What follows belongs to an exercise in optimizing a design on an open flow for a short achievable clock period and few clock cycles per item; a production flow would make more cautious choices.
RTL that was checked went through simulation tests only; none was proved equivalent to the original.
No functional check of the RTL was part of run 1.
Power figures rest on the tool's default switching activity, not on a simulated workload.

$ cat design/flow/design.v
module cpu(clk, rst, imem_addr, imem_rdata, dmem_addr, dmem_rdata, dmem_we, dmem_wdata);
  input clk;
  input rst;
  output [9:0] imem_addr;
  input [31:0] imem_rdata;
  output [9:0] dmem_addr;
  input [31:0] dmem_rdata;
  output dmem_we;
  output [31:0] dmem_wdata;
  reg [31:0] RF [1:31];
  reg [31:0] wRes, w2Res;      
  reg [4:0] wDest;             
  reg [4:0] eDest;
  reg eSW, eK;
  wire [4:0] eDestV = eK ? 5'd0 : eDest;
  wire eSWV = eSW & ~eK;
  reg [15:0] bhtH, bhtL;
  integer k;
  reg uV, uInv;
  reg [3:0] uIdx;
  reg [9:0] PC;
  wire [31:0] fI = imem_rdata;
  wire fJ = fI[31:26] == 6'd2;
  wire fBr = fI[31:27] == 5'b00010;
  wire fInv = bhtH[PC[3:0]];
  wire fPT = fBr & (fI[15] ^ fInv);
  wire [9:0] fPC1 = PC + 10'd1;
  wire [9:0] fBT;
  add10c u_fbt(.a(PC), .b(fI[9:0]), .ci(1'b1), .s(fBT));
  wire [9:0] fNext0 = fJ ? fI[9:0] : fBr & fI[15] ? fBT : fPC1;
  wire [9:0] fNext1 = fJ ? fI[9:0] : fBr & ~fI[15] ? fBT : fPC1;
  wire [9:0] fNext = fInv ? fNext1 : fNext0;
  wire [9:0] fAlt = fInv ^ fI[15] ? fPC1 : fBT;
  wire [4:0] fRs = fI[25:21], fRt = fI[20:16];
  wire [31:0] fA0 = fRs[2:0] == 3'd0 ? 32'd0 : RF[{2'd0, fRs[2:0]}];
  wire [31:0] fA1 = RF[{2'd1, fRs[2:0]}], fA2 = RF[{2'd2, fRs[2:0]}], fA3 = RF[{2'd3, fRs[2:0]}];
  wire [31:0] fB0 = fRt[2:0] == 3'd0 ? 32'd0 : RF[{2'd0, fRt[2:0]}];
  wire [31:0] fB1 = RF[{2'd1, fRt[2:0]}], fB2 = RF[{2'd2, fRt[2:0]}], fB3 = RF[{2'd3, fRt[2:0]}];
  reg [31:0] dI;
  reg [31:0] dA0, dA1, dA2v, dA3v, dB0, dB1, dB2v, dB3v;
  reg dV, dPT, dA2, dA3, dB2, dB3;
  reg [3:0] gA, gB;            
  reg dStall;                  
  reg [9:0] dAlt;
  reg [3:0] dIdx;
  wire [5:0] dOp = dI[31:26], dFn = dI[5:0];
  wire [4:0] dRs = dI[25:21], dRt = dI[20:16], dRd = dI[15:11];
  wire dR = dOp == 6'd0;
  wire dSLL = dR & dFn == 6'd0, dSRL = dR & dFn == 6'd2, dADD = dR & dFn == 6'd32,
       dSUB = dR & dFn == 6'd34, dAND = dR & dFn == 6'd36, dOR = dR & dFn == 6'd37,
       dNOR = dR & dFn == 6'd39;
  wire dADDI = dOp == 6'd8, dANDI = dOp == 6'd12, dORI = dOp == 6'd13,
       dLW = dOp == 6'd35, dSW = dOp == 6'd43, dBEQ = dOp == 6'd4, dBNE = dOp == 6'd5;
  wire dRW = dSLL | dSRL | dADD | dSUB | dAND | dOR | dNOR;
  wire dIW = dADDI | dANDI | dORI | dLW;
  wire [4:0] dDest = dRW ? dRd : dIW ? dRt : 5'd0;
  wire dImm = dADDI | dANDI | dORI;
  wire [31:0] dSimm = {{16{dI[15]}}, dI[15:0]};
  wire [31:0] dA = ({32{gA[0]}} & dA0) | ({32{gA[1]}} & dA1) | ({32{gA[2]}} & dA2v) | ({32{gA[3]}} & dA3v);
  wire [31:0] dB = ({32{gB[0]}} & dB0) | ({32{gB[1]}} & dB1) | ({32{gB[2]}} & dB2v) | ({32{gB[3]}} & dB3v);
  wire [31:0] dAv = dA2 ? wRes : dA3 ? w2Res : dA;
  wire [31:0] dBv = dB2 ? wRes : dB3 ? w2Res : dB;
  wire [9:0] dAddr;
  add10c u_addr(.a(dAv[9:0]), .b(dI[11:2]), .ci(1'b0), .s(dAddr));
  wire dMA = eDestV != 5'd0 & eDestV == dRs;
  wire dMB = eDestV != 5'd0 & eDestV == dRt;
  wire dGo = dV & ~dStall;
  wire fLW = fI[31:26] == 6'd35, fMem = fLW | fI[31:26] == 6'd43;
  wire fStall = (fMem & dGo & dDest != 5'd0 & dDest == fRs) | (fLW & dGo & dSW);
  reg eBeq, eBne, ePT, eSt;
  reg [3:0] eIdx;
  reg [9:0] eAlt, eAddr, mAddr;
  reg [31:0] eA, eB, eO2, eO2n;  
  reg [4:0] eSh;
  reg sAdd, sSub, sAnd, sOr, sNor, sSll, sSrl, sLw;
  reg eZok, eZsh, eZeq, eZsub;  
  reg [31:0] eZm;              
  reg [31:0] eZn;              
  reg sWe;
  reg [31:0] sData;
  wire [31:0] sum = eA + eO2;
  wire [32:0] difx = {eA, 1'b1} + {eO2n, 1'b1};
  wire [31:0] dif = difx[32:1];
  wire [31:0] res = ({32{sAdd}} & sum) | ({32{sSub}} & dif) | ({32{sAnd}} & (eA & eO2)) | ({32{sOr}} & (eA | eO2))
                  | ({32{sNor}} & ~(eA | eO2)) | ({32{sSll}} & (eB << eSh))
                  | ({32{sSrl}} & (eB >> eSh)) | ({32{sLw}} & dmem_rdata);
  wire eEq = eA == eB;
  wire eBr = ~eK & (eBeq | eBne);
  wire eTaken = eBeq ? eEq : ~eEq;
  wire eMis = eBr & (eTaken ^ ePT);
  wire [31:0] eZv = eZsh ? eB & eZm : eZeq ? eA ^ (eZsub ? eB : eZn)
                 : ({32{sAnd}} & (eA & eO2)) | ({32{sOr}} & (eA | eO2)) | ({32{sNor}} & ~(eA | eO2));
  wire eZ = eZv == 32'd0;
  wire [4:0] dX = dRs == 5'd0 ? dRt : dRs;
  wire dEarly = dV & (dBEQ | dBNE) & ((dRs == 5'd0) ^ (dRt == 5'd0)) & eZok & eDestV == dX;
  wire dTakenE = dBEQ ? eZ : ~eZ;
  wire dMisE = dEarly & (dTakenE ^ dPT);
  wire [31:0] nA = dMA ? res : dAv;
  wire [31:0] nB = dMB ? res : dBv;
  assign imem_addr = PC;
  assign dmem_addr = mAddr;
  assign dmem_we = sWe;
  assign dmem_wdata = sData;
  always @(posedge clk) begin
    if(rst) begin
      PC <= 10'd0;
      dV <= 1'b0;
      bhtH <= 16'd0;
      bhtL <= 16'd0;
      uV <= 1'b0;
      eDest <= 5'd0;
      eSW <= 1'b0;
      eBeq <= 1'b0;
      eBne <= 1'b0;
      eK <= 1'b0;
      dStall <= 1'b0;
      wDest <= 5'd0;
      sWe <= 1'b0;
    end else begin
      if(eMis) begin
        PC <= eAlt;
        dV <= 1'b0;
      end else if(dMisE) begin
        PC <= dAlt;
        dV <= 1'b0;
      end else if(~dStall) begin
        PC <= fNext;
        dV <= 1'b1;
      end
      for(k = 0; k < 16; k = k + 1)
        if(uV & uIdx == k) begin
          bhtH[k] <= uInv ? bhtH[k] | bhtL[k] : bhtH[k] & bhtL[k];
          bhtL[k] <= uInv ? ~bhtL[k] | bhtH[k] : ~bhtL[k] & bhtH[k];
        end
      uV <= eBr;
      eDest <= dGo ? dDest : 5'd0;
      eSW <= dGo & dSW;
      eBeq <= dGo & dBEQ;
      eBne <= dGo & dBNE;
      eK <= eMis;
      dStall <= ~eMis & ~dStall & fStall;
      wDest <= eDestV;
      sWe <= eSWV;
    end
    uIdx <= eIdx;
    uInv <= eTaken ^ eSt;
    if(~dStall) begin
      dI <= fI;
      dPT <= fPT;
      dAlt <= fAlt;
      dIdx <= PC[3:0];
      gA <= 4'd1 << fI[25:24];
      gB <= 4'd1 << fI[20:19];
      dA0 <= fA0; dA1 <= fA1; dA2v <= fA2; dA3v <= fA3;
      dB0 <= fB0; dB1 <= fB1; dB2v <= fB2; dB3v <= fB3;
      dA2 <= eDestV != 5'd0 & eDestV == fRs;
      dB2 <= eDestV != 5'd0 & eDestV == fRt;
      dA3 <= wDest != 5'd0 & wDest == fRs;
      dB3 <= wDest != 5'd0 & wDest == fRt;
    end else begin
      dA0 <= dAv; dA1 <= dAv; dA2v <= dAv; dA3v <= dAv;
      dB0 <= dBv; dB1 <= dBv; dB2v <= dBv; dB3v <= dBv;
      dA2 <= dMA;
      dB2 <= dMB;
      dA3 <= 1'b0;
      dB3 <= 1'b0;
    end
    ePT <= dPT ^ dMisE;
    eSt <= dI[15];
    eIdx <= dIdx;
    eAlt <= dAlt;
    eAddr <= dAddr;
    mAddr <= eSWV ? eAddr : dAddr;
    eA <= nA;
    eB <= nB;
    eO2 <= dImm ? dSimm : nB;
    eO2n <= ~nB;
    eSh <= dI[10:6];
    sAdd <= dADD | dADDI;
    sSub <= dSUB;
    sAnd <= dAND | dANDI;
    sOr <= dOR | dORI;
    sNor <= dNOR;
    sSll <= dSLL;
    sSrl <= dSRL;
    sLw <= dLW;
    eZok <= dSLL | dSRL | dAND | dANDI | dOR | dORI | dNOR | dADDI | dSUB;
    eZsh <= dSLL | dSRL;
    eZeq <= dADDI | dSUB;
    eZsub <= dSUB;
    eZn <= 32'd0 - dSimm;
    eZm <= dSLL ? 32'hffffffff >> dI[10:6] : 32'hffffffff << dI[10:6];
    sData <= eB;
    wRes <= res;
    w2Res <= wRes;
    if(wDest != 5'd0) RF[wDest] <= wRes;
  end
endmodule
module add10c(a, b, ci, s);
  input [9:0] a, b;
  input ci;
  output [9:0] s;
  wire [10:0] x = {a, 1'b1} + {b, ci};
  assign s = x[10:1];
endmodule
$ cat design/flow/flow/run.sh
#!/bin/bash
# The standard layout (standard.sh) with these changes:
# - synthesis leaves Yosys's adders to ABC instead of mapping them to the
#   library's full/half-adder cells, and ABC maps for delay with its classic
#   mapper (flow/abc.script) instead of ORFS's speed script;
set -o pipefail
export ADDER_MAP_FILE=
export MY_ABC_SCRIPT=$PWD/flow/abc.script
# The standard flow's synthesis script with the ABC script replaced
{ head -n 1 synth_recipe.tcl
  cat <<'EOT'
proc abc {args} {
  set i [lsearch -exact $args -script]
  if {$i >= 0} { set args [lreplace $args $i [expr {$i + 1}] -script $::env(MY_ABC_SCRIPT)] }
  yosys abc {*}$args
}
EOT
  tail -n +2 synth_recipe.tcl; } > flow_synth.tcl
bash standard.sh SYNTH_SCRIPT=$PWD/flow_synth.tcl SETUP_SLACK_MARGIN=5 finish 2>&1 | tee standard.log
$ cat design/flow/flow/abc.script
strash
map -D 300
buffer -c
topo
stime -c
upsize -c
dnsize -c
$ cat design/flow/standard.sh
#!/bin/bash
# synth_recipe.tcl (not shown) runs the flow's synth.tcl, then flattens the netlist and writes it again
# the make line also repeats each setting of config.mk as NAME=value (left out here)
make -C /OpenROAD-flow-scripts/flow DESIGN_CONFIG=/design/flow/config.mk WORK_HOME=/design/flow/orfs CLKGATE_MAP_FILE= SYNTH_SCRIPT=/design/flow/synth_recipe.tcl "${@:-finish}"
$ cat design/flow/config.mk
export PLATFORM = sky130hd
export DESIGN_NAME = cpu
export DESIGN_NICKNAME = cpu
export VERILOG_FILES = /design/flow/design.v
export SDC_FILE = /design/flow/constraint.sdc
export NUM_CORES = 8
export LEC_CHECK = 0
export CAP_MARGIN = 20
export CORE_MARGIN = 2
export CORE_UTILIZATION = 35
export SETUP_SLACK_MARGIN = 5
export SLEW_MARGIN = 20
export SYNTH_HIERARCHICAL = 1
$ cat design/flow/constraint.sdc
create_clock -name core_clock -period 7.5 [get_ports {clk}]
set_input_delay 1.5000 -clock core_clock [delete_from_list [all_inputs] [get_ports {clk}]]
set_output_delay 1.5000 -clock core_clock [all_outputs]
set_load 0.01 [all_outputs]
==> results of run 1 <==
## cell usage after synthesis, types with 53 or more instances
cell type	count	area share, %
a21oi_1	844	4.9
a22oi_1	64	0.55
a31oi_1	57	0.41
buf_1	85	0.37
clkbuf_1	511	2.2
dfxtp_1	650	15
edfxtp_1	1047	36
inv_1	853	3.7
mux2i_1	300	3.5
nand2_1	2346	10
nand3_1	260	1.5
nand4_1	149	1.1
nor2_1	961	4.2
nor3_1	99	0.57
o21ai_0	1566	9.0
o21ai_1	73	0.42
or2_2	53	0.38
xnor2_1	74	0.75
xor2_1	96	0.97
## cell usage in the layout, fill, tap and decap left out, types with 280 or more instances in the layout
cell,instances
dfxtp_1,514
edfxtp_1,1047
inv_1,790
o21ai_0,1096
nand2_1,2172
a21oi_1,665
o21ai_1,451
mux2i_1,280
buf_4,347
nor2_1,826
## per-stage QoR
step	setup WS, ns	instance area (um2)	cells	hold slack, ns
final	4.22	109000	14300	0.337
after CTS	4.10	107000	14200	0.327
after global placement	2.89	91800	13500	0.315
after detailed placement	2.90	91800	13500	0.314
after global routing	4.14	109000	14300	0.342
after floorplan	4.47	88800	10500	0.310
## worst min path at each step
stage	startpoint	endpoint	slack [ns]	cells past startpoint
CTS	eIdx[1]$_DFF_P_	uIdx[1]$_DFF_P_	0.33	0
global placement	eIdx[0]$_DFF_P_	uIdx[0]$_DFF_P_	0.32	0
global route	eIdx[1]$_DFF_P_	uIdx[1]$_DFF_P_	0.34	0
floorplan	eIdx[0]$_DFF_P_	uIdx[0]$_DFF_P_	0.31	0
detailed placement	eIdx[2]$_DFF_P_	uIdx[2]$_DFF_P_	0.31	0
finish	eIdx[1]$_DFF_P_	uIdx[1]$_DFF_P_	0.34	0
## Yosys stat by module, one instance, submodules excluded
| module | cells inside | flip-flops and latches | copies in the design |
|---|---|---|---|
| add10c | 136 | 0 | 2 |
| cpu | 10300 | 1697 | 1 |
## worst reg2reg max path, delay by kind of cell (launching register included)
| kind | cells | cell delay, ns |
|---|---|---|
| flops | 1 | 0.38 |
| xor+xnor | 1 | 0.36 |
| compound gates | 4 | 0.71 |
| buf+inv | 6 | 0.98 |
| simple gates | 4 | 0.75 |
## layer usage
metal | track usage (%) | part of all wire (%) | up-vias | routed length, um
li1 | - | - | 36500 | -
met1 | 35.4 | 39 | 39100 | 143000
met2 | 42.8 | 44 | 4372 | 161000
met3 | 5.26 | 9.7 | 1053 | 35400
met4 | 16.5 | 6.8 | 4 | 24800
met5 | 0 | 0.0093 | - | 34
## final cells by class
class                   count  area, um2  share of cell area, %
diodes                      7       17.5                 0.0161
repair buffers            743       8280                   7.60
repair inverters            5       48.8                 0.0447
inverters                 876       3510                   3.22
clock buffers             279       5360                   4.91
clock inverters            70        838                  0.769
flip-flops and latches   1697      44800                   41.1
well taps                3312       4140                   3.80
multi-input cells        7315      42100                   38.6
## power by group
group	leakage [nW]	internal, mW	switching [mW]	total [mW]
Combinational	25.4	1.71	2.85	4.56
Clock	3.01	5.41	3.98	9.39
Sequential	15.2	10.2	0.405	10.6
Total	43.6	17.3	7.24	24.6
## repair_timing
action                      CTS  global route
setup endpoints to repair  1382           442
pin swaps                   284           219
buffers inserted            325            89
gates cloned                 29            13
resized for setup          1601           401
## cells by family (layout without fill, tap and decap cells)
logic type	count (synthesis)	after routing	share of synthesized area [%]
and+or+nand+nor	3960	3962	18.7
AOI/OAI and AO/OA	2838	2838	17.6
DFF	1697	1697	51.2
buffers and inverters	1534	1973	6.85
muxes	300	300	3.46
xor gates and xnor gates	176	177	1.84
adders and majority gates	30	30	0.348
other	2	15	0.00866
==> flow_summary.ini, run 1 <==
[critical_path]
critical_path.reg2reg.endpoint = PC[5]$_SDFFE_PP0P_
reg2reg_depth = 15
critical_path.startpoint = eZeq$_DFF_P_
critPathCaptureType = flop
crit_family = buffers and inverters
number_of_stages_on_the_worst_setup_path = 15
criticalPathCategory = flop to flop
crit_path_start_kind = flop
path_cells = buf_12, inv_1, buf_8, a21oi_1, o21ai_2, nand4_1, nor4_2, nand4_1, buf_4, xor3_4, nor2_4, buf_6, buf_12, o22ai_2, a21oi_1
crit_fanout = 31
slowest_delay_ns = 0.38
worst-path-buf-inv = 6
rrSetupSlack_ns = 4.22
worst_r2r_startpoint = eZeq$_DFF_P_
critical_path.endpoint = PC[5]$_SDFFE_PP0P_
worst_ep_required_time_ns = 8.26
worst-endpoint-arrival_ns = 4.04
worst_path_max_delay_cell = dfxtp_4

[cells_and_area]
syn_to_final_growth_pct = 25.7
final_core_util_pct = 44.3
drive_gt1_share_pct = 19.7
fin_nets = 10900
largest_register = RF
largest_reg_flops = 992
fillCellCount = 23200

[die]
fp.dieW_um = 502
initial_core_util_pct = 35.2
die-area_um2 = 252000
die-height_um = 502
rows = 182
num_io_pins = 119
core_box_area_um2 = 246000

[synthesis]
netlist_area_um2 = 86800
avgSynthCellArea_um2 = 8.23
ys_types = 79
syn_inst = 10500
synth-edff-count = 1047
synth_seq_area_share_pct = 51.2
synth_register_bits = 1697
commonest_register_cell_after_synthesis = edfxtp_1
synth-async-reset-ratio_pct = 0
synthesis.yosys.warnings = 7

[placement]
finalWeightedCongestion = 1.02
post_detailed_placement_half_perimeter_wirelength_mm = 217
io_buffer_count = 118

[clocking]
clock_sink_count = 1697
clk_root_buffer_cell = clkbuf_16
cts_hold_buffers = 0
cts_tree = built
clkLatencyLatePin_ns = 0.86
clkTransAtPathRegs_ns = 0.06
htree_levels = 4
cts_buffers = 184
cts.path.max_buffers = 3

[global_routing]
grt_antenna_before_repair = 14
grt_first_pass_wirelength_mm = 512
grt_max_degree = 118
first_global_vias = 75900
grt_use_total_pct = 27.5
global_route.overflow_total = 0

[detailed_routing]
vias_per_cell = 5.66
final_routed_wirelength_mm = 364
detailroute.via_count = 81000
number_of_routed_nets_with_antenna_violations = 0
route.detailed.wl_per_inst_um = 25.5
drtIter0Drc = 9481
first_pass_iters = 7
drc = 0

[sta]
timing.final.crit_share_pct = 43.7
worst-slew-pin-transition_ns = 1.26
setup_tns_ns = 0
finalClockSkew_ns = 0.0342
grt_setup_unrepaired = true
timing.max_slew.rel_slack_pct = 16.0
final_setup_vio_count = 0
fmax_achieved_mhz = 305
period_needed_ns = 3.28
slew_violations = 0
number_of_hold_slack_violations_in_the_final_timing_report = 0

[job]
maxCapViolations = 0

[status]
run_status = finished clean

[power]
vdd_drop_max_mv = 0.182
totalPowerFinal_mw = 24.6
power.density_cell_area_nw_per_um2 = 225
total_leakage_power_nw = 43.6

[hold_path]
worstHoldPathType = flop to flop
==> run 2, diff against run 1 <==
--- a/design/flow/design.v
+++ b/design/flow/design.v
@@ -19,16 +19,23 @@
   reg uV, uInv;
   reg [3:0] uIdx;
-  reg [9:0] PC;
+  reg [9:0] PC;                 
+  reg [9:0] PCn;                
   wire [31:0] fI = imem_rdata;
   wire fJ = fI[31:26] == 6'd2;
   wire fBr = fI[31:27] == 5'b00010;
-  wire fInv = bhtH[PC[3:0]];
+  wire fInv = bhtH[PCn[3:0]];   
   wire fPT = fBr & (fI[15] ^ fInv);
-  wire [9:0] fPC1 = PC + 10'd1;
-  wire [9:0] fBT;
-  add10c u_fbt(.a(PC), .b(fI[9:0]), .ci(1'b1), .s(fBT));
+  wire [9:0] fPC1 = PCn;
+  wire [9:0] fBT, fBT1, fPC2, fJT1;
+  add10c u_fbt(.a(PCn), .b(fI[9:0]), .ci(1'b0), .s(fBT));
+  add10c u_fbt1(.a(PCn), .b(fI[9:0]), .ci(1'b1), .s(fBT1));
+  add10c u_pc2(.a(PCn), .b(10'd0), .ci(1'b1), .s(fPC2));
+  add10c u_jt1(.a(fI[9:0]), .b(10'd0), .ci(1'b1), .s(fJT1));
   wire [9:0] fNext0 = fJ ? fI[9:0] : fBr & fI[15] ? fBT : fPC1;
   wire [9:0] fNext1 = fJ ? fI[9:0] : fBr & ~fI[15] ? fBT : fPC1;
   wire [9:0] fNext = fInv ? fNext1 : fNext0;
+  wire [9:0] fNextP0 = fJ ? fJT1 : fBr & fI[15] ? fBT1 : fPC2;
+  wire [9:0] fNextP1 = fJ ? fJT1 : fBr & ~fI[15] ? fBT1 : fPC2;
+  wire [9:0] fNextP = fInv ? fNextP1 : fNextP0;
   wire [9:0] fAlt = fInv ^ fI[15] ? fPC1 : fBT;
   wire [4:0] fRs = fI[25:21], fRt = fI[20:16];
@@ -42,5 +49,6 @@
   reg [3:0] gA, gB;            
   reg dStall;                  
-  reg [9:0] dAlt;
+  reg [9:0] dAlt, dAlt1;       
+  reg [9:0] dPCn, dPCn1;       
   reg [3:0] dIdx;
   wire [5:0] dOp = dI[31:26], dFn = dI[5:0];
@@ -70,11 +78,10 @@
   reg eBeq, eBne, ePT, eSt;
   reg [3:0] eIdx;
-  reg [9:0] eAlt, eAddr, mAddr;
+  reg [9:0] eAlt, eAlt1, eAddr, mAddr;
   reg [31:0] eA, eB, eO2, eO2n;  
   reg [4:0] eSh;
   reg sAdd, sSub, sAnd, sOr, sNor, sSll, sSrl, sLw;
-  reg eZok, eZsh, eZeq, eZsub;  
+  reg eZok, eZsh;              
   reg [31:0] eZm;              
-  reg [31:0] eZn;              
   reg sWe;
   reg [31:0] sData;
@@ -89,6 +96,6 @@
   wire eTaken = eBeq ? eEq : ~eEq;
   wire eMis = eBr & (eTaken ^ ePT);
-  wire [31:0] eZv = eZsh ? eB & eZm : eZeq ? eA ^ (eZsub ? eB : eZn)
-                 : ({32{sAnd}} & (eA & eO2)) | ({32{sOr}} & (eA | eO2)) | ({32{sNor}} & ~(eA | eO2));
+  wire [31:0] eZv = eZsh ? eB & eZm : ({32{sAnd}} & (eA & eO2)) | ({32{sOr}} & (eA | eO2))
+                                      | ({32{sNor}} & ~(eA | eO2));
   wire eZ = eZv == 32'd0;
   wire [4:0] dX = dRs == 5'd0 ? dRt : dRs;
@@ -105,4 +112,5 @@
     if(rst) begin
       PC <= 10'd0;
+      PCn <= 10'd1;
       dV <= 1'b0;
       bhtH <= 16'd0;
@@ -120,11 +128,17 @@
       if(eMis) begin
         PC <= eAlt;
+        PCn <= eAlt1;
         dV <= 1'b0;
       end else if(dMisE) begin
         PC <= dAlt;
+        PCn <= dAlt1;
         dV <= 1'b0;
       end else if(~dStall) begin
         PC <= fNext;
+        PCn <= fNextP;
         dV <= 1'b1;
+      end else begin
+        PC <= dPCn;
+        PCn <= dPCn1;
       end
       for(k = 0; k < 16; k = k + 1)
@@ -149,5 +163,8 @@
       dPT <= fPT;
       dAlt <= fAlt;
-      dIdx <= PC[3:0];
+      dAlt1 <= fInv ^ fI[15] ? fPC2 : fBT1;
+      dPCn <= PCn;
+      dPCn1 <= fPC2;
+      dIdx <= PCn[3:0];
       gA <= 4'd1 << fI[25:24];
       gB <= 4'd1 << fI[20:19];
@@ -170,4 +187,5 @@
     eIdx <= dIdx;
     eAlt <= dAlt;
+    eAlt1 <= dAlt1;
     eAddr <= dAddr;
     mAddr <= eSWV ? eAddr : dAddr;
@@ -185,9 +203,6 @@
     sSrl <= dSRL;
     sLw <= dLW;
-    eZok <= dSLL | dSRL | dAND | dANDI | dOR | dORI | dNOR | dADDI | dSUB;
+    eZok <= dSLL | dSRL | dAND | dANDI | dOR | dORI | dNOR;
     eZsh <= dSLL | dSRL;
-    eZeq <= dADDI | dSUB;
-    eZsub <= dSUB;
-    eZn <= 32'd0 - dSimm;
     eZm <= dSLL ? 32'hffffffff >> dI[10:6] : 32'hffffffff << dI[10:6];
     sData <= eB;
--- a/design/flow/flow/run.sh
+++ b/design/flow/flow/run.sh
@@ -2,6 +2,6 @@
 # The standard layout (standard.sh) with these changes:
 # - synthesis leaves Yosys's adders to ABC instead of mapping them to the
-#   library's full/half-adder cells, and ABC maps for delay with its classic
-#   mapper (flow/abc.script) instead of ORFS's speed script;
+#   library's full/half-adder cells, and ABC maps for delay (structural choices, then its classic
+#   mapper; flow/abc.script) instead of ORFS's speed script;
 set -o pipefail
 export ADDER_MAP_FILE=
==> design/flow/flow/abc.script (replaced) <==
strash
dch
map -D 300
buffer -c
topo
stime -c
upsize -c
dnsize -c
--- a/design/flow/config.mk
+++ b/design/flow/config.mk
@@ -8,5 +8,5 @@
 export CAP_MARGIN = 20
 export CORE_MARGIN = 2
-export CORE_UTILIZATION = 35
+export CORE_UTILIZATION = 50
 export SETUP_SLACK_MARGIN = 5
 export SLEW_MARGIN = 20
==> run 2 against run 1 <==
Compared with the run above: non-clock buffer count down 197; clock skew is 0.047 ns higher; via count is 2.9% higher; die area fell by 31%; first-iteration DRC count rose by 41%; still clean on timing, DRC and antenna; area after synthesis is 1.5% lower; largest power group unchanged; synthesized cell count shrank 9.0%; combinational power grew 27%; highest routed layer unchanged; sequential power rose by 7%.
==> flow_summary.ini, run 2 <==
[status]
run_status = finished clean

[global_routing]
globalRouteMet1Util_pct = 57.8
grt_max_degree = 138
grt_use_total_pct = 41.9
grt_antenna_before_repair = 19
grt_first_pass_wirelength_mm = 533
met2_usage_pct = 59.9
first_global_vias = 75400
grt.busiest_layer = met2
met3_usage_pct = 11.0
global_route.overflow_total = 0

[sta]
slew_violations = 0
setup_tns_ns = 0
setup_ws_ns = 4.68
grt_setup_unrepaired = true
final_setup_vio_count = 0
finalClockSkew_ns = 0.0808
period_needed_ns = 2.82
fmax_achieved_mhz = 354
timing.max_slew.rel_slack_pct = 22.2
worst-slew-pin-transition_ns = 1.17
timing.final.crit_share_pct = 37.6
number_of_hold_slack_violations_in_the_final_timing_report = 0

[cells_and_area]
final_cell_mix = nor2_1, o21ai_0, edfxtp_1
largest_register = RF
syn_to_final_growth_pct = 20.3
fin_nets = 9819
largest_reg_flops = 992
drive_gt1_share_pct = 19.4
fillCellCount = 14400
final_common_cell = nor2_1

[synthesis]
netlist_top_cells_area = edfxtp_1, dfxtp_1, o21ai_0
yosys.cell_count.top_type = nor2_1
synth.top_cell.area_share_pct = 37.7
synth-edff-count = 1073
synth.top_cells.by_count = nor2_1, o21ai_0, nand2_1, edfxtp_1, dfxtp_1
synthesis.yosys.warnings = 7
avgSynthCellArea_um2 = 8.91
commonest_register_cell_after_synthesis = edfxtp_1
synth_seq_area_share_pct = 52.9
syn_inst = 9593
netlist_area_um2 = 85500
synth_register_bits = 1725
ys_types = 90
synth_top_cell_by_area = edfxtp_1
synth-async-reset-ratio_pct = 0

[clocking]
clkTransAtPathRegs_ns = 0.06
cts.path.max_buffers = 3
clkLatencyLatePin_ns = 0.88
cts_buffers = 185
cts_tree = built
clock_sink_count = 1725
htree_levels = 4
clk_root_buffer_cell = clkbuf_16

[detailed_routing]
number_of_routed_nets_with_antenna_violations = 0
first_pass_iters = 7
detailroute.via_count = 83400
vias_per_cell = 6.87
drc = 0
final_routed_wirelength_mm = 389
drtIter0Drc = 13400
route.detailed.wl_per_inst_um = 32.0

[placement]
dp_worst_setup_slack_ns = 3.22
io_buffer_count = 118
finalWeightedCongestion = 1.03
post_detailed_placement_half_perimeter_wirelength_mm = 220

[critical_path]
slowest_delay_ns = 0.36
worst_ep_required_time_ns = 6.00
crit_path_start_kind = flop
critPathCaptureType = output port
criticalPathCategory = flop to output port
path_cells = buf_6
crit_fanout = 1
rrSetupSlack_ns = 4.79
worst-endpoint-arrival_ns = 1.32
worst-path-buf-inv = 1
worst_path_max_delay_cell = dfxtp_4
crit_family = flip-flops

[hold_path]
worstHoldPathType = flop to flop

[power]
total_leakage_power_nw = 37.8
power.density_cell_area_nw_per_um2 = 259
vdd_drop_max_mv = 0.266

[die]
core_box_area_um2 = 170000
die-height_um = 418
num_io_pins = 119
fp.dieW_um = 418
die-area_um2 = 174000
rows = 151
initial_core_util_pct = 50.4

[job]
maxCapViolations = 0
==> run 2: worst paths after layout <==
| check | from | endpoint | depth (start not counted) |
|---|---|---|---|
| hold reg to reg | eIdx[0]$_DFF_P_ | uIdx[0]$_DFF_P_ | 0 |
| hold / removal | eIdx[0]$_DFF_P_ | uIdx[0]$_DFF_P_ | 0 |
| setup reg to reg | eSh[0]$_DFF_P_ | eO2n[21]$_DFF_P_ | 13 |
| setup / recovery | PC[5]$_SDFF_PP0_ | imem_addr[5] | 1 |
==> run 2: final cells by class <==
type	instances	area, um2	share of cell area [%]
clock buffer	269	5390	5.24
timing repair inverter	10	91.3	0.0888
inverter	510	2120	2.06
tap	2218	2780	2.70
antenna	7	17.5	0.0170
timing repair buffer	546	6310	6.13
sequential	1725	45600	44.3
multi-input combinational	6775	39600	38.5
clock inverter	82	930	0.904
==> run 2: where the power goes <==
| group | leakage (nW) | total (mW) | internal, mW | switching [mW] |
|---|---|---|---|---|
| registers | 15.7 | 11.3 | 10.7 | 0.613 |
| logic | 19.1 | 5.79 | 2.02 | 3.77 |
| clock network | 3.10 | 9.54 | 5.46 | 4.08 |
==> run 2: cell families after synthesis <==
family | synth area share [%]
buffers and inverters | 5.26
AOI/OAI and AO/OA | 23.4
muxes | 0.0117
other | 0.00878
adders and majority gates | 0.0117
DFF | 52.9
and+or+nand+nor | 17.6
xor gates and xnor gates | 0.817
==> run 2: per-stage QoR <==
| stage | utilization, % | total power, mW | cell area (um2) | hold slack, ns | cells |
|---|---|---|---|---|---|
| 6_report | 60.6 | 26.6 | 103000 | 0.339 | 12100 |
| 5_1_grt | 60.6 | 27.4 | 103000 | 0.342 | 12100 |
| 4_1_cts | 58.2 | 25.7 | 98800 | 0.337 | 12000 |
| 3_5_place_dp | 52.3 | 16.0 | 88700 | 0.316 | 11500 |
| 3_3_place_gp | 52.3 | 16.0 | 88700 | 0.315 | 11500 |
| 2_1_floorplan | - | 14.4 | 86900 | 0.310 | 9652 |
==> run 2: Yosys stat by module (local to each module, per instance) <==
module | copies in the design | cell area (um2) | cells inside | flip-flops and latches
add10c | 5 | 647 | 105 | 0
cpu | 1 | 82300 | 9068 | 1725
==> run 2: repair_timing <==
item / 4_1_cts / 5_1_grt
resized for setup: 908 / 703
cloned: 24 / 20
hold buffers: 0 / 0
endpoints found under the setup margin: 959 / 512
pin swaps: 86 / 249
buffers inserted: 128 / 126
==> run 2: worst register-to-register path, stage by stage, from the launching register on <==
cell	delay [ns]
dfxtp_4	0.51
buf_6	0.16
clkinvlp_4	0.10
buf_8	0.17
buf_6	0.14
o21a_4	0.24
nor2_4	0.11
o211ai_1	0.11
buf_4	0.19
o211ai_1	0.34
a31oi_4	0.13
o2111ai_2	0.16
nand2_1	0.12
buf_4	0.15
==> run 2: routing by layer <==
layer  up-vias  routed length [um]
met4        20               25300
met1     40400              148000
met3      1253               54500
li1      35300                   -
met2      6448              161000
met5         -                 230
Testbench counts of run 2, summed over its fixed seeds: cycles 46,044, instructions 44,290.
==> run 3, diff against run 2 <==
--- a/design/flow/config.mk
+++ b/design/flow/config.mk
@@ -8,5 +8,5 @@
 export CAP_MARGIN = 20
 export CORE_MARGIN = 2
-export CORE_UTILIZATION = 50
+export CORE_UTILIZATION = 45
 export SETUP_SLACK_MARGIN = 5
 export SLEW_MARGIN = 20
==> run 3 against run 2 <==
Compared with the run above: first-iteration DRC count fell by 2.8%; clock-buffer cell count shrank 18; sequential power hardly changed; final cell count rose by 2.6%; clock power fell by 0.6%; sequential share of layout area is 0.49 points lower; combinational power up 5.7%; utilization is 5.3 points lower; global-route usage fell by 3.9 points; maximum frequency up 0.36%; synthesized cell count is the same; critical path type unchanged; largest power group unchanged.
==> flow_summary.ini, run 3 <==
[synthesis]
yosys.cell_count.top_type = nor2_1
synth-edff-count = 1073
synth-async-reset-ratio_pct = 0
syn_inst = 9593
synth_top_cell_by_area = edfxtp_1
netlist_area_um2 = 85500
commonest_register_cell_after_synthesis = edfxtp_1
avgSynthCellArea_um2 = 8.91
netlist_top_cells_area = edfxtp_1, dfxtp_1, o21ai_0
synth_seq_area_share_pct = 52.9
synth.top_cells.by_count = nor2_1, o21ai_0, nand2_1, edfxtp_1, dfxtp_1
synth_register_bits = 1725
ys_types = 90
synth.top_cell.area_share_pct = 37.7
synthesis.yosys.warnings = 7

[clocking]
clkLatencyLatePin_ns = 0.87
clock_sink_count = 1725
cts_buffers = 184
clk_root_buffer_cell = clkbuf_16
cts.path.max_buffers = 3
clkTransAtPathRegs_ns = 0.07
cts_tree = built
htree_levels = 4

[placement]
post_detailed_placement_half_perimeter_wirelength_mm = 224
io_buffer_count = 118
finalWeightedCongestion = 1.02
post_dp_cell_area_um2 = 89100

[cells_and_area]
fin_nets = 9853
largest_register = RF
layout.cell_area.non_filler_um2 = 104000
final_common_cell = nor2_1
drive_gt1_share_pct = 19.7
largest_reg_flops = 992
final_cell_mix = nor2_1, o21ai_0, edfxtp_1
syn_to_final_growth_pct = 21.6

[die]
die-area_um2 = 194000
rows = 159
die-height_um = 440
initial_core_util_pct = 45.4
num_io_pins = 119
fp.dieW_um = 440
core_box_area_um2 = 188000

[critical_path]
worst_ep_required_time_ns = 6.00
critPathCaptureType = output port
worst_path_max_delay_cell = dfxtp_2
criticalPathCategory = flop to output port
crit_family = flip-flops
worst-path-buf-inv = 1
crit_path_start_kind = flop
crit_fanout = 1
slowest_delay_ns = 0.36
worst-endpoint-arrival_ns = 1.31
path_cells = buf_6

[sta]
worst-slew-pin-transition_ns = 1.16
timing.max_slew.rel_slack_pct = 22.9
grt_setup_unrepaired = true
slew_violations = 0
number_of_hold_slack_violations_in_the_final_timing_report = 0
setup_tns_ns = 0
period_needed_ns = 2.81
timing.final.crit_share_pct = 37.5
fmax_achieved_mhz = 356
finalClockSkew_ns = 0.0529
holdWs_ns = 0.327
final_setup_vio_count = 0

[job]
maxCapViolations = 0

[detailed_routing]
number_of_routed_nets_with_antenna_violations = 0
final_routed_wirelength_mm = 395
first_pass_iters = 7
route.detailed.wl_per_inst_um = 31.7
vias_per_cell = 6.68
detailroute.via_count = 83200
drc = 0
drtIter0Drc = 13000

[power]
total_leakage_power_nw = 38.2
power.density_cell_area_nw_per_um2 = 258
vdd_drop_max_mv = 0.195
totalPowerFinal_mw = 26.9

[global_routing]
first_global_vias = 75500
grt_max_degree = 143
global_route.overflow_total = 0
grt_antenna_before_repair = 18
grt_first_pass_wirelength_mm = 535
grt_use_total_pct = 38.0

[hold_path]
worstHoldPathType = flop to flop

[status]
run_status = finished clean
run 3: changes by cell type in the layout (fill, tap and decap cells not counted), sizes merged:
cell and delta:
xor2 +3, clkbuf -10, bufinv +1, dlygate4sd2 -1, clkinvlp +5, inv -1, nand4 +1, buf +18
bufbuf +7, clkinv +10
run 3: cells by family (layout without fill, tap and decap cells):
kind of cell	Yosys count	count (layout)	synth area share, %
compound gates	3119	3120	23.4
xor+xnor	78	81	0.817
fa+ha+maj	1	1	0.0117
buf+inv	1155	1446	5.26
flops	1725	1725	52.9
mux	1	1	0.0117
other cells	2	68	0.00878
simple gates	3512	3515	17.6
run 3: metal layers:
metal	up-vias	part of all wire (%)	routed length [um]	GRT usage, %
li1	35400	-	-	-
met1	40300	38	152000	51.8
met2	6182	42	167000	56.3
met3	1259	13	51900	8.90
met4	14	6.2	24400	19.6
met5	-	0.032	128	0
run 3: layout make-up:
| class | instances | area (um2) |
|---|---|---|
| fill | 16600 | 84200 |
| multi-input combinational | 6779 | 39900 |
| antenna | 7 | 17.5 |
| inverter | 510 | 2140 |
| sequential | 1725 | 45600 |
| timing repair inverter | 9 | 88.8 |
| timing repair buffer | 578 | 6870 |
| clock inverter | 98 | 1060 |
| tap | 2495 | 3120 |
| clock buffer | 251 | 5190 |
run 3: modules after synthesis (local to each module, per instance):
module,flops+latches,cells inside,area (um2)
add10c,0,105,647
cpu,1725,9068,82300
run 3: path summary, 6_finish.rpt:
| check | from | endpoint | slack (ns) | cells after the start |
|---|---|---|---|---|
| worst min register to register | eIdx[3]$_DFF_P_ | uIdx[3]$_DFF_P_ | 0.33 | 0 |
| worst min-delay path | eIdx[3]$_DFF_P_ | uIdx[3]$_DFF_P_ | 0.33 | 0 |
| worst max-delay path | PC[7]$_SDFF_PP0_ | imem_addr[7] | 4.69 | 1 |
| worst max register to register | eSh[0]$_DFF_P_ | eA[21]$_DFF_P_ | 4.87 | 13 |
run 3: power by group:
part	internal [mW]	total, mW	leakage, nW	switching [mW]
logic	2.14	6.12	19.5	3.97
registers	10.7	11.3	15.7	0.599
clock network	5.36	9.48	3.06	4.13
run 3: what timing repair did:
action,in CTS,in global routing
pin swaps,69,292
hold buffers,0,0
cloned,30,33
buffers inserted,113,157
gates resized for setup,960,704
setup endpoints to repair,810,505
run 3: per-stage QoR:
step / util [%] / setup WS [ns] / cells
floorplan: - / 4.66 / 9652
global placement: 47.3 / 2.81 / 11800
detailed placement: 47.3 / 2.85 / 11800
CTS: 52.8 / 4.65 / 12300
global route: 55.3 / 4.65 / 12400
finish: 55.3 / 4.69 / 12500
==> run 4, diff against run 3 <==
--- a/design/flow/config.mk
+++ b/design/flow/config.mk
@@ -9,4 +9,5 @@
 export CORE_MARGIN = 2
 export CORE_UTILIZATION = 45
+export PLACE_DENSITY = 0.7
 export SETUP_SLACK_MARGIN = 5
 export SLEW_MARGIN = 20
==> run 4 against run 3 <==
Compared with the run above: still clean; sequential power barely moved; clock power is 0.8% lower; first-iteration DRC count rose by 13%; power is 1.1% lower; sequential share of layout area grew 0.27 points; utilization is 0.43 points lower; critical endpoint is now PC[8]$_SDFF_PP0_.
==> flow_summary.ini, run 4 <==
[detailed_routing]
route.detailed.wl_per_inst_um = 30.9
detailroute.via_count = 84300
drc = 0
number_of_routed_nets_with_antenna_violations = 0
drtIter0Drc = 14700
final_routed_wirelength_mm = 385
vias_per_cell = 6.77
first_pass_iters = 19

[sta]
fmax_achieved_mhz = 349
period_needed_ns = 2.86
timing.max_slew.rel_slack_pct = 23.0
finalClockSkew_ns = 0.0607
slew_violations = 0
holdWs_ns = 0.328
timing.final.crit_share_pct = 38.2
setup_tns_ns = 0
final_setup_vio_count = 0
setup_ws_ns = 4.64
worst-slew-pin-transition_ns = 1.15
number_of_hold_slack_violations_in_the_final_timing_report = 0
grt_setup_unrepaired = true

[cells_and_area]
drive_gt1_share_pct = 18.9
syn_to_final_growth_pct = 20.7
fin_nets = 9847
final_common_cell = nor2_1
largest_register = RF
largest_reg_flops = 992
final_cell_mix = nor2_1, o21ai_0, edfxtp_1

[synthesis]
synth-async-reset-ratio_pct = 0
netlist_area_um2 = 85500
ys_types = 90
syn_inst = 9593
commonest_register_cell_after_synthesis = edfxtp_1
synth-edff-count = 1073
netlist_top_cells_area = edfxtp_1, dfxtp_1, o21ai_0
synth.top_cells.by_count = nor2_1, o21ai_0, nand2_1, edfxtp_1, dfxtp_1
synth_seq_area_share_pct = 52.9
synth_register_bits = 1725
avgSynthCellArea_um2 = 8.91
synth_top_cell_by_area = edfxtp_1
yosys.cell_count.top_type = nor2_1
synthesis.yosys.warnings = 7
synth.top_cell.area_share_pct = 37.7

[die]
fp.dieW_um = 440
num_io_pins = 119
die-height_um = 440
die-area_um2 = 194000
rows = 159
initial_core_util_pct = 45.4
core_box_area_um2 = 188000

[status]
run_status = finished clean

[clocking]
clkLatencyLatePin_ns = 0.88
clk_root_buffer_cell = clkbuf_16
cts.path.max_buffers = 3
clock_sink_count = 1725
cts_buffers = 184
htree_levels = 4
cts_tree = built
clkTransAtPathRegs_ns = 0.06
cts_hold_buffers = 0

[critical_path]
crit_path_start_kind = flop
worst_ep_required_time_ns = 8.21
criticalPathCategory = flop to flop
critPathCaptureType = flop
rrSetupSlack_ns = 4.64
crit_fanout = 6
worst-endpoint-arrival_ns = 3.58

[global_routing]
grt_use_total_pct = 37.2
global_route.overflow_total = 0
first_global_vias = 77300
grt_antenna_before_repair = 17
grt_first_pass_wirelength_mm = 529
grt_max_degree = 195

[job]
maxCapViolations = 0

[placement]
post_detailed_placement_half_perimeter_wirelength_mm = 219
finalWeightedCongestion = 1.03
dp_worst_setup_slack_ns = 3.35
io_buffer_count = 118

[power]
total_leakage_power_nw = 37.9
power.density_cell_area_nw_per_um2 = 257
vdd_drop_max_mv = 0.252

[hold_path]
worstHoldPathType = flop to flop
## run 4: cell counts after synthesis
Identical to the previous run, type by type.
## run 4: metal layers
metal | track usage, % | routed length (um) | vias to the layer above
met2 | 54.9 | 161000 | 7105
met1 | 47.4 | 136000 | 40000
met3 | 11.3 | 57300 | 1835
li1 | - | - | 35300
met5 | 0 | 183 | -
met4 | 23.6 | 30300 | 18
## run 4: worst paths after layout
| check | cells after the start | startpoint | end |
|---|---|---|---|
| max | 13 | eB[27]$_DFF_P_ | PC[8]$_SDFF_PP0_ |
| min | 0 | eIdx[0]$_DFF_P_ | uIdx[0]$_DFF_P_ |
| max reg2reg | 13 | eB[27]$_DFF_P_ | PC[8]$_SDFF_PP0_ |
| min reg2reg | 0 | eIdx[0]$_DFF_P_ | uIdx[0]$_DFF_P_ |
## run 4: kinds of logic after synthesis
| kind of cell | after synthesis | synth area share [%] |
|---|---|---|
| mux | 1 | 0.0117 |
| buf+inv | 1155 | 5.26 |
| fa+ha+maj | 1 | 0.0117 |
| xor+xnor | 78 | 0.817 |
| compound gates | 3119 | 23.4 |
| simple gates | 3512 | 17.6 |
| other cells | 2 | 0.00878 |
| flops | 1725 | 52.9 |
## run 4: layout make-up
cell class | count | area [um2]
Inverter | 510 | 2160
Timing Repair Buffer | 576 | 6520
Multi-Input combinational cell | 6775 | 39600
Sequential cell | 1725 | 45500
Clock buffer | 256 | 5290
Clock inverter | 91 | 905
Timing Repair inverter | 9 | 92.6
Fill cell | 16400 | 85000
Antenna cell | 16 | 40.0
Tap cell | 2495 | 3120
## run 4: report_power, final
part / switching [mW] / internal, mW
logic: 3.84 / 2.08
clock network: 4.06 / 5.33
registers: 0.601 / 10.7
## run 4: through the flow
stage | cells | util, % | power [mW] | instance area, um2
floorplan | 9652 | - | 14.4 | 86900
global placement | 11800 | 47.3 | 15.9 | 89100
detailed placement | 11800 | 47.3 | 16.0 | 89100
CTS | 12300 | 52.8 | 25.6 | 99300
global route | 12400 | 54.8 | 27.3 | 103000
finish | 12500 | 54.8 | 26.6 | 103000
## run 4: Yosys stat by module, one instance, submodules excluded
module / area [um2] / copies in the design / cells
add10c: 647 / 5 / 105
cpu: 82300 / 1 / 9068
## run 4: worst max-delay path: stages, from the launching register on
cell and delay [ns]:
dfxtp_4 0.43, clkinvlp_4 0.19, nand2_2 0.08, nand4_1 0.28, nor2_2 0.25, nand4_4 0.29
o21a_1 0.31, o21bai_4 0.16, buf_6 0.14, buf_6 0.11, a31oi_4 0.11, buf_6 0.18
nand3_2 0.07, nand3_1 0.09
## run 4: timing repair
action | 4_1_cts | 5_1_grt
endpoints found under the setup margin | 1116 | 550
gates cloned | 22 | 23
buffers inserted | 153 | 130
resized for setup | 878 | 616
pin swaps | 127 | 225
==> run 5, diff against run 4 <==
--- a/design/flow/config.mk
+++ b/design/flow/config.mk
@@ -8,5 +8,5 @@
 export CAP_MARGIN = 20
 export CORE_MARGIN = 2
-export CORE_UTILIZATION = 45
+export CORE_UTILIZATION = 40
 export PLACE_DENSITY = 0.7
 export SETUP_SLACK_MARGIN = 5
==> run 5 against run 4 <==
Compared with the run above: hold slack got worse by 0.0056 ns; clock-buffer cell count decreased by 11; via count decreased by 0.65%; maximum frequency increased by 1.3%; die area increased by 12%; final cell count increased by 2.2%; worst setup slack improved by 0.038 ns; clock skew increased by 0.0055 ns; routed wire length decreased by 1.1%; area after synthesis unchanged; cell area about the same; synthesized cell count unchanged; critical path type is now flop to output port; largest power group unchanged.
==> flow_summary.ini, run 5 <==
[status]
run_status = finished clean

[synthesis]
synth-simple-area-share_pct = 17.6
synth-edff-count = 1073
synthAdderAreaFrac_pct = 0.0117
synth_seq_area_share_pct = 52.9
synth-async-reset-ratio_pct = 0
avgSynthCellArea_um2 = 8.91
ys_types = 90
synth.top_cells.by_count = nor2_1, o21ai_0, nand2_1, edfxtp_1, dfxtp_1
syn_inst = 9593
synth_mux_area_share_pct = 0.0117
synthesis.yosys.warnings = 7
synth_top_cell_by_area = edfxtp_1
synth.top_cell.area_share_pct = 37.7
synthXorXnorAreaFrac_pct = 0.817
synth_register_bits = 1725
synth-compound-area-share_pct = 23.4
synth_top_family_by_area = compound AO/OA/AOI/OAI gates
netlist_top_cells_area = edfxtp_1, dfxtp_1, o21ai_0
commonest_register_cell_after_synthesis = edfxtp_1
netlist_area_um2 = 85500
yosys.cell_count.top_type = nor2_1

[sta]
timing.max_slew.rel_slack_pct = 20.6
setup_tns_ns = 0
worst-slew-pin-transition_ns = 1.19
fmax_achieved_mhz = 354
timing.final.crit_share_pct = 37.6
finalClockSkew_ns = 0.0662
setup_ws_ns = 4.68
grt_setup_unrepaired = true
final_setup_vio_count = 0
period_needed_ns = 2.82
slew_violations = 0
number_of_hold_slack_violations_in_the_final_timing_report = 0

[critical_path]
worst_path_max_delay_cell = dfxtp_1
slowest_delay_ns = 0.33
worst-endpoint-arrival_ns = 1.32
rrSetupSlack_ns = 4.86
crit_path_start_kind = flop
worst_ep_required_time_ns = 6.00
criticalPathCategory = flop to output port
path_cells = buf_2
worst-path-buf-inv = 1
crit_fanout = 1
critPathCaptureType = output port
crit_family = flip-flops

[cells_and_area]
final-instance-count-excl-fill = 12700
largest_register = RF
fin_nets = 9795
fillCellCount = 19100
final_common_cell = nor2_1
layout.cell_area.non_filler_um2 = 103000
largest_reg_flops = 992
drive_gt1_share_pct = 18.6
final_cell_mix = nor2_1, o21ai_0, edfxtp_1
syn_to_final_growth_pct = 20.8

[global_routing]
grt_max_degree = 138
global_route.overflow_total = 0
grt_use_total_pct = 32.6
grt_antenna_before_repair = 26
grt_first_pass_wirelength_mm = 525
first_global_vias = 77600

[placement]
post_dp_cell_area_um2 = 89300
dp_worst_setup_slack_ns = 2.88
io_buffer_count = 118
finalWeightedCongestion = 1.04
post_detailed_placement_half_perimeter_wirelength_mm = 215
post-place-cells = 12100

[job]
maxCapViolations = 0

[clocking]
clkLatencyLatePin_ns = 0.88
clkTransAtPathRegs_ns = 0.06
cts_tree = built
htree_levels = 4
cts_buffers = 182
clk_root_buffer_cell = clkbuf_16
clock_sink_count = 1725
cts.path.max_buffers = 3
cts_hold_buffers = 0

[detailed_routing]
drtIter0Drc = 15200
detailroute.via_count = 83800
first_pass_iters = 10
vias_per_cell = 6.58
final_routed_wirelength_mm = 381
number_of_routed_nets_with_antenna_violations = 0
drc = 0
route.detailed.wl_per_inst_um = 29.9

[die]
rows = 169
die-area_um2 = 217000
core_box_area_um2 = 212000
initial_core_util_pct = 40.3
die-height_um = 466
num_io_pins = 119
fp.dieW_um = 466

[power]
totalPowerFinal_mw = 26.6
switching_power_mw = 8.49
vdd_drop_max_mv = 0.252
p_clk_share_pct = 35.4
seqPwrFrac_pct = 42.4
power.switching_fraction_pct = 32.0
p_int_mw = 18.1
total_leakage_power_nw = 37.6
power.density_cell_area_nw_per_um2 = 257
pwr-share-comb_pct = 22.2

[hold_path]
worstHoldPathType = flop to flop
-- run 5: cell types whose count changed in the layout (fill, tap and decap cells not counted), moves of 16 or more --
cell | previous run | this run
nand3_1 | 265 | 281
o21ai_0 | 1123 | 1143
dfxtp_1 | 539 | 523
buf_4 | 287 | 225
nand3_2 | 65 | 49
o21ai_1 | 186 | 168
-- run 5: area by class of cell --
cell class	instances	area [um2]	share of cell area [%]
Antenna cell	18	45.0	0.0436
Inverter	510	2140	2.08
Timing Repair Buffer	524	6170	5.97
Clock inverter	98	1110	1.08
Multi-Input combinational cell	6775	39500	38.3
Clock buffer	245	5090	4.93
Sequential cell	1725	45600	44.1
Tap cell	2821	3530	3.42
Timing Repair inverter	11	109	0.105
-- run 5: kinds of logic after synthesis --
kind of cell / Yosys count
other: 2
AO/OA/AOI/OAI: 3119
multiplexers: 1
adder cells (fa/ha/maj): 1
XOR/XNOR: 78
flip-flops: 1725
buffers and inverters: 1155
AND/OR/NAND/NOR: 3512
-- run 5: metal layers --
metal  share of wire [%]  wire length (um)  GRT usage (%)
met3                  15             57600           10.6
met5               0.067               254         0.0659
met1                  36            136000           41.7
met2                  42            158000           47.1
met4                 7.6             29100           20.9
-- run 5: per-module statistics from Yosys, one instance, submodules excluded --
| module | flops+latches | copies in the design | area (um2) |
|---|---|---|---|
| add10c | 0 | 5 | 647 |
| cpu | 1725 | 1 | 82300 |
-- run 5: power groups by stage --
stage	clock (mW)	sequential, mW	combinational, mW
after floorplan	0	11.1	3.24
after global placement	0	11.3	4.55
after detailed placement	0	11.4	4.60
after CTS	9.41	11.2	4.99
after global routing	9.79	11.3	6.25
final	9.41	11.2	5.90
-- run 5: repair_timing --
item                        CTS  global route
pin swaps                    79           233
cloned                       25            22
gates resized for setup     880           642
setup endpoints to repair  1083           721
setup buffers               103           144
-- run 5: worst paths after layout --
check / startpoint / end / depth (start not counted)
worst min-delay path: eIdx[3]$_DFF_P_ / uIdx[3]$_DFF_P_ / 0
worst min register to register: eIdx[3]$_DFF_P_ / uIdx[3]$_DFF_P_ / 0
worst max-delay path: PC[7]$_SDFF_PP0_ / imem_addr[7] / 1
worst max register to register: eA[23]$_DFF_P_ / PCn[5]$_SDFF_PP0_ / 11
-- run 5: stage by stage --
step                      util [%]  hold slack (ns)
after floorplan                  -            0.310
after global placement        42.1            0.319
after detailed placement      42.1            0.315
after CTS                     46.7            0.327
after global routing          48.6            0.330
final                         48.6            0.322
==> run 6, diff against run 5 <==
--- a/design/flow/config.mk
+++ b/design/flow/config.mk
@@ -8,6 +8,5 @@
 export CAP_MARGIN = 20
 export CORE_MARGIN = 2
-export CORE_UTILIZATION = 40
-export PLACE_DENSITY = 0.7
+export CORE_UTILIZATION = 55
 export SETUP_SLACK_MARGIN = 5
 export SLEW_MARGIN = 20
==> run 6 against run 5 <==
Compared with the run above: critical path depth unchanged; cell area decreased by 0.15%; combinational power increased by 3.6%; area after synthesis unchanged; global-route usage increased by 14 points; power increased by 0.88%.
==> flow_summary.ini, run 6 <==
[status]
run_status = finished clean

[die]
initial_core_util_pct = 55.4
fp.dieW_um = 398
die-area_um2 = 159000
rows = 144
core_box_area_um2 = 154000
num_io_pins = 119
die-height_um = 398

[critical_path]
slowest_delay_ns = 0.35
worst-endpoint-arrival_ns = 1.30
critPathCaptureType = output port
worst_path_max_delay_cell = dfxtp_2
crit_path_start_kind = flop
crit_fanout = 1
criticalPathCategory = flop to output port
worst_ep_required_time_ns = 6.00
crit_family = flip-flops
critical_path.startpoint = PC[0]$_SDFF_PP0_
path_cells = buf_6
worst-path-buf-inv = 1
worst_r2r_startpoint = eSh[0]$_DFF_P_

[synthesis]
synth-edff-count = 1073
synthesis.yosys.warnings = 7
synth_seq_area_share_pct = 52.9
syn_inst = 9593
commonest_register_cell_after_synthesis = edfxtp_1
yosys.cell_count.top_type = nor2_1
synth_top_cell_by_area = edfxtp_1
ys_types = 90
avgSynthCellArea_um2 = 8.91
synth_register_bits = 1725
synth.top_cell.area_share_pct = 37.7
netlist_top_cells_area = edfxtp_1, dfxtp_1, o21ai_0
synth.top_cells.by_count = nor2_1, o21ai_0, nand2_1, edfxtp_1, dfxtp_1
synth-async-reset-ratio_pct = 0
netlist_area_um2 = 85500

[cells_and_area]
layout.cell_area.non_filler_um2 = 103000
final_core_util_pct = 66.8
final_cell_mix = nor2_1, o21ai_0, edfxtp_1
fin_nets = 9830
largest_reg_flops = 992
syn_to_final_growth_pct = 20.6
final-instance-count-excl-fill = 12000
largest_register = RF
final_common_cell = nor2_1
drive_gt1_share_pct = 19.7

[global_routing]
grt_antenna_before_repair = 19
grt_use_total_pct = 46.1
grt.busiest_layer = met2
grt_max_degree = 132
met2_usage_pct = 65.2
grt_first_pass_wirelength_mm = 533
globalRouteMet1Util_pct = 61.2
first_global_vias = 77900
met3_usage_pct = 14.8
global_route.overflow_total = 0

[job]
maxCapViolations = 0

[clocking]
clock_sink_count = 1725
cts_buffers = 176
cts_tree = built
clkTransAtPathRegs_ns = 0.06
clkLatencyLatePin_ns = 0.86
htree_levels = 4
clk_root_buffer_cell = clkbuf_16
cts.path.max_buffers = 3

[sta]
number_of_hold_slack_violations_in_the_final_timing_report = 0
setup_ws_ns = 4.70
worst-slew-pin-transition_ns = 1.24
grt_setup_unrepaired = true
timing.final.crit_share_pct = 37.3
timing.max_slew.rel_slack_pct = 17.1
fmax_achieved_mhz = 357
slew_violations = 0
final_setup_vio_count = 0
setup_tns_ns = 0
holdWs_ns = 0.331
period_needed_ns = 2.80
finalClockSkew_ns = 0.0944

[placement]
post-place-cells = 11300
post_dp_cell_area_um2 = 88400
finalWeightedCongestion = 1.05
io_buffer_count = 118
post_detailed_placement_half_perimeter_wirelength_mm = 217
dp_worst_setup_slack_ns = 2.94

[detailed_routing]
number_of_routed_nets_with_antenna_violations = 0
drc = 0
detailroute.via_count = 85600
drtIter0Drc = 16200
first_pass_iters = 14
final_routed_wirelength_mm = 391
vias_per_cell = 7.14
route.detailed.wl_per_inst_um = 32.6

[hold_path]
holdCritStartpoint = eIdx[2]$_DFF_P_
worstHoldPathType = flop to flop

[power]
totalPowerFinal_mw = 26.8
total_leakage_power_nw = 38.0
vdd_drop_max_mv = 0.248
power.density_cell_area_nw_per_um2 = 260
## run 6: cell counts after synthesis
No cell type changed its count.
## run 6: kinds of logic (layout without fill, tap and decap cells)
| family | after synthesis | in the layout | synth area share (%) |
|---|---|---|---|
| adders and majority gates | 1 | 1 | 0.0117 |
| other | 2 | 85 | 0.00878 |
| AOI/OAI and AO/OA | 3119 | 3120 | 23.4 |
| muxes | 1 | 1 | 0.0117 |
| buffers and inverters | 1155 | 1417 | 5.26 |
| DFF | 1725 | 1725 | 52.9 |
| xor gates and xnor gates | 78 | 78 | 0.817 |
| and+or+nand+nor | 3512 | 3515 | 17.6 |
## run 6: layout make-up
cell class / instances / area, um2
Fill cell: 12100 / 51100
Sequential cell: 1725 / 45600
Multi-Input combinational cell: 6776 / 39800
Timing Repair Buffer: 565 / 6700
Clock buffer: 244 / 4990
Tap cell: 2044 / 2560
Inverter: 510 / 2140
Clock inverter: 88 / 1230
Timing Repair inverter: 10 / 90.1
Antenna cell: 24 / 60.1
## run 6: metal layers
layer | vias up | wire length (um)
met4 | 10 | 30700
met2 | 7969 | 159000
met5 | - | 183
li1 | 35300 | -
met1 | 40400 | 136000
met3 | 1858 | 64400
## run 6: modules after synthesis, one instance, submodules excluded
module / flip-flops and latches / cells inside / area, um2
add10c: 0 / 105 / 647
cpu: 1725 / 9068 / 82300
## run 6: repair_timing
action | CTS | global route
buffers inserted | 104 | 164
hold buffers | 0 | 0
resized for setup | 938 | 710
pin swaps | 101 | 285
endpoints found under the setup margin | 798 | 502
cloned | 30 | 28
## run 6: path summary, 6_finish.rpt
path / end / slack, ns / depth (start not counted)
max: imem_addr[0] / 4.70 / 1
min: uIdx[2]$_DFF_P_ / 0.33 / 0
max reg2reg: eO2[27]$_DFF_P_ / 4.81 / 13
min reg2reg: uIdx[2]$_DFF_P_ / 0.33 / 0
## run 6: power breakdown
| group | total [mW] | switching [mW] | internal, mW |
|---|---|---|---|
| Clock | 9.44 | 4.00 | 5.44 |
| Combinational | 6.11 | 3.98 | 2.13 |
| Sequential | 11.3 | 0.591 | 10.7 |
==> run 7, diff against run 6 <==
--- a/design/flow/config.mk
+++ b/design/flow/config.mk
@@ -9,4 +9,6 @@
 export CORE_MARGIN = 2
 export CORE_UTILIZATION = 55
+export CTS_CLUSTER_DIAMETER = 60
+export CTS_CLUSTER_SIZE = 25
 export SETUP_SLACK_MARGIN = 5
 export SLEW_MARGIN = 20
==> run 7 against run 6 <==
Compared with the run above: still clean; maximum frequency grew 0.78%; area after synthesis is the same; clock skew shrank 0.017 ns; power shrank 8.5%; critical path depth grew 11; final cell count shrank 0.91%; critical path type is now flop to flop.
==> flow_summary.ini, run 7 <==
[critical_path]
slowest_delay_ns = 0.52
worst_path_max_delay_cell = dfxtp_4
path_cells = clkinvlp_4, buf_12, buf_6, a21boi_4, nand2_2, o211ai_1, o211ai_1, o211ai_1, o2111a_2, nand4_1, nand3_2, o21ai_0
critPathCaptureType = flop
worst-endpoint-arrival_ns = 3.45
crit_fanout = 7
crit_path_start_kind = flop
crit_family = compound AO/OA/AOI/OAI gates
worst-path-buf-inv = 3
criticalPathCategory = flop to flop
critPathMostFrequentCell = o211ai_1
worst_ep_required_time_ns = 8.18

[placement]
post_detailed_placement_half_perimeter_wirelength_mm = 217
io_buffer_count = 118
finalWeightedCongestion = 1.05

[sta]
timing.max_slew.rel_slack_pct = 21.1
final_setup_vio_count = 0
worst-slew-pin-transition_ns = 1.18
number_of_hold_slack_violations_in_the_final_timing_report = 0
grt_setup_unrepaired = true
timing.final.crit_share_pct = 37.0
finalClockSkew_ns = 0.0776
slew_violations = 0
setup_tns_ns = 0
period_needed_ns = 2.78
fmax_achieved_mhz = 360

[cells_and_area]
sequential_cell_area_um2 = 45600
final_common_cell = nor2_1
fillCellCount = 12300
multiInputGateArea_um2 = 40000
final_cell_mix = nor2_1, o21ai_0, edfxtp_1
syn_to_final_growth_pct = 18.5
fin_nets = 9771
final_core_util_pct = 65.7
largest_reg_flops = 992
largest_register = RF
drive_gt1_share_pct = 19.4

[synthesis]
yosys.cell_count.top_type = nor2_1
synth_seq_area_share_pct = 52.9
commonest_register_cell_after_synthesis = edfxtp_1
ys_types = 90
synth_register_bits = 1725
synth-edff-count = 1073
synth.top_cells.by_count = nor2_1, o21ai_0, nand2_1, edfxtp_1, dfxtp_1
netlist_top_cells_area = edfxtp_1, dfxtp_1, o21ai_0
synth-async-reset-ratio_pct = 0
avgSynthCellArea_um2 = 8.91
synth.top_cell.area_share_pct = 37.7
synth_top_cell_by_area = edfxtp_1
netlist_area_um2 = 85500
syn_inst = 9593
synthesis.yosys.warnings = 7

[detailed_routing]
drc = 0
final_routed_wirelength_mm = 386
drtIter0Drc = 15700
route.detailed.wl_per_inst_um = 32.5
detailroute.via_count = 85100
first_pass_iters = 9
number_of_routed_nets_with_antenna_violations = 0
vias_per_cell = 7.16

[job]
maxCapViolations = 0

[die]
die-height_um = 398
fp.dieW_um = 398
rows = 144
num_io_pins = 119
initial_core_util_pct = 55.4
die-area_um2 = 159000
core_box_area_um2 = 154000

[global_routing]
grt_first_pass_wirelength_mm = 527
grt_use_total_pct = 45.5
first_global_vias = 76700
grt_antenna_before_repair = 24
grt_max_degree = 151
global_route.overflow_total = 0

[clocking]
cts_buffers = 118
clk_root_buffer_cell = clkbuf_16
cts.path.max_buffers = 3
clkTransAtPathRegs_ns = 0.09
clock_sink_count = 1725
cts_hold_buffers = 0
cts_tree = built
clkLatencyLatePin_ns = 0.85
htree_levels = 3

[power]
power.density_cell_area_nw_per_um2 = 242
total_leakage_power_nw = 37.0
vdd_drop_max_mv = 0.235

[hold_path]
worstHoldPathType = flop to flop

[status]
run_status = finished clean
[run 7: worst paths after layout]
check        cells after the start         endpoint  slack, ns             from
max reg2reg                     12   eO2[9]$_DFF_P_       4.72   eSh[0]$_DFF_P_
min                              0  uIdx[2]$_DFF_P_       0.34  eIdx[2]$_DFF_P_
max                             12   eO2[9]$_DFF_P_       4.72   eSh[0]$_DFF_P_
min reg2reg                      0  uIdx[2]$_DFF_P_       0.34  eIdx[2]$_DFF_P_
[run 7: layer usage]
layer,wire [um],vias to the layer above,GRT usage [%]
met5,284,-,0
met4,29700,18,26.8
met3,62300,1794,15.2
met2,157000,7778,65.0
met1,136000,40300,60.2
li1,-,35200,-
[run 7: per-stage QoR]
step	setup WS [ns]	instances	power, mW	instance area, um2	hold WS, ns
3_3_place_gp	2.90	11300	16.0	88400	0.316
2_1_floorplan	4.66	9652	14.4	86900	0.310
5_1_grt	4.72	11900	25.2	101000	0.348
4_1_cts	4.73	11700	23.4	96500	0.342
3_5_place_dp	2.94	11300	16.1	88400	0.317
6_report	4.72	11900	24.5	101000	0.340
[run 7: repair_timing]
| item | 4_1_cts | 5_1_grt |
|---|---|---|
| gates resized for setup | 941 | 773 |
| gates cloned | 28 | 23 |
| pin swaps | 86 | 316 |
| setup buffers | 117 | 157 |
| setup endpoints to repair | 775 | 429 |
[run 7: logic make-up after synthesis]
group / Yosys count / synth area share (%)
and+or+nand+nor: 3512 / 17.6
AOI/OAI and AO/OA: 3119 / 23.4
DFF: 1725 / 52.9
buffers and inverters: 1155 / 5.26
xor gates and xnor gates: 78 / 0.817
other: 2 / 0.00878
adders and majority gates: 1 / 0.0117
muxes: 1 / 0.0117
[run 7: report_power, final]
group,internal (mW),switching (mW)
Clock,3.32,3.87
Sequential,10.6,0.607
Combinational,2.12,3.96
[run 7: cell type report]
type | count | share of cell area, %
repair inverters | 9 | 0.0766
inverters | 510 | 2.09
repair buffers | 565 | 6.59
multi-input cells | 6776 | 39.5
clock buffers | 128 | 3.02
flip-flops and latches | 1725 | 45.0
clock inverters | 97 | 1.17
diodes | 23 | 0.0568
well taps | 2044 | 2.52
[run 7: per-module statistics from Yosys, one instance, submodules excluded]
| module | times used | flip-flops and latches |
|---|---|---|
| cpu | 1 | 1725 |
| add10c | 5 | 0 |

separate check: timing with driven ports:
In the flow no input, the clock included, has a driving cell. The finished layouts below were timed again as built, in two steps.
Step 1, drivers: a clkbuf_16 drives clk and a buf_2 each remaining input, both assumed.
Step 2 times the ports against the registers' clock, not the clock port: input delays grow and output delays shrink by t, the midpoint of the rising clock arrivals with the driver on.
a / b / c = ideal ports / drivers / drivers and shift; a / b = the first two.
run | t, ns | setup WS [ns] | worst hold slack (ns) | worst setup path after step 2 | worst register clock-pin slew, ns
run 1 | 0.939 | 4.224 / 4.224 / 3.482 | 0.337 / 0.337 / 0.337 | input to register | 0.08 / 0.08
run 2 | 0.932 | 4.677 / 4.588 / 3.873 | 0.339 / 0.339 / 0.339 | input to register | 0.07 / 0.07
run 3 | 0.932 | 4.687 / 4.603 / 3.926 | 0.327 / 0.327 / 0.327 | input to register | 0.08 / 0.08
run 4 | 0.931 | 4.639 / 4.583 / 3.853 | 0.328 / 0.328 / 0.328 | input to register | 0.07 / 0.07
run 5 | 0.944 | 4.676 / 4.584 / 3.804 | 0.322 / 0.322 / 0.322 | input to register | 0.08 / 0.08
run 6 | 0.904 | 4.702 / 4.617 / 3.826 | 0.331 / 0.331 / 0.331 | input to register | 0.07 / 0.07
run 7 | 0.893 | 4.723 / 4.641 / 3.809 | 0.340 / 0.340 / 0.340 | input to register | 0.10 / 0.10
After both steps every run listed still meets setup and hold. The setup slack of run 7, which loses most, moves by -0.082 ns with the drivers and by -0.914 ns with both steps.
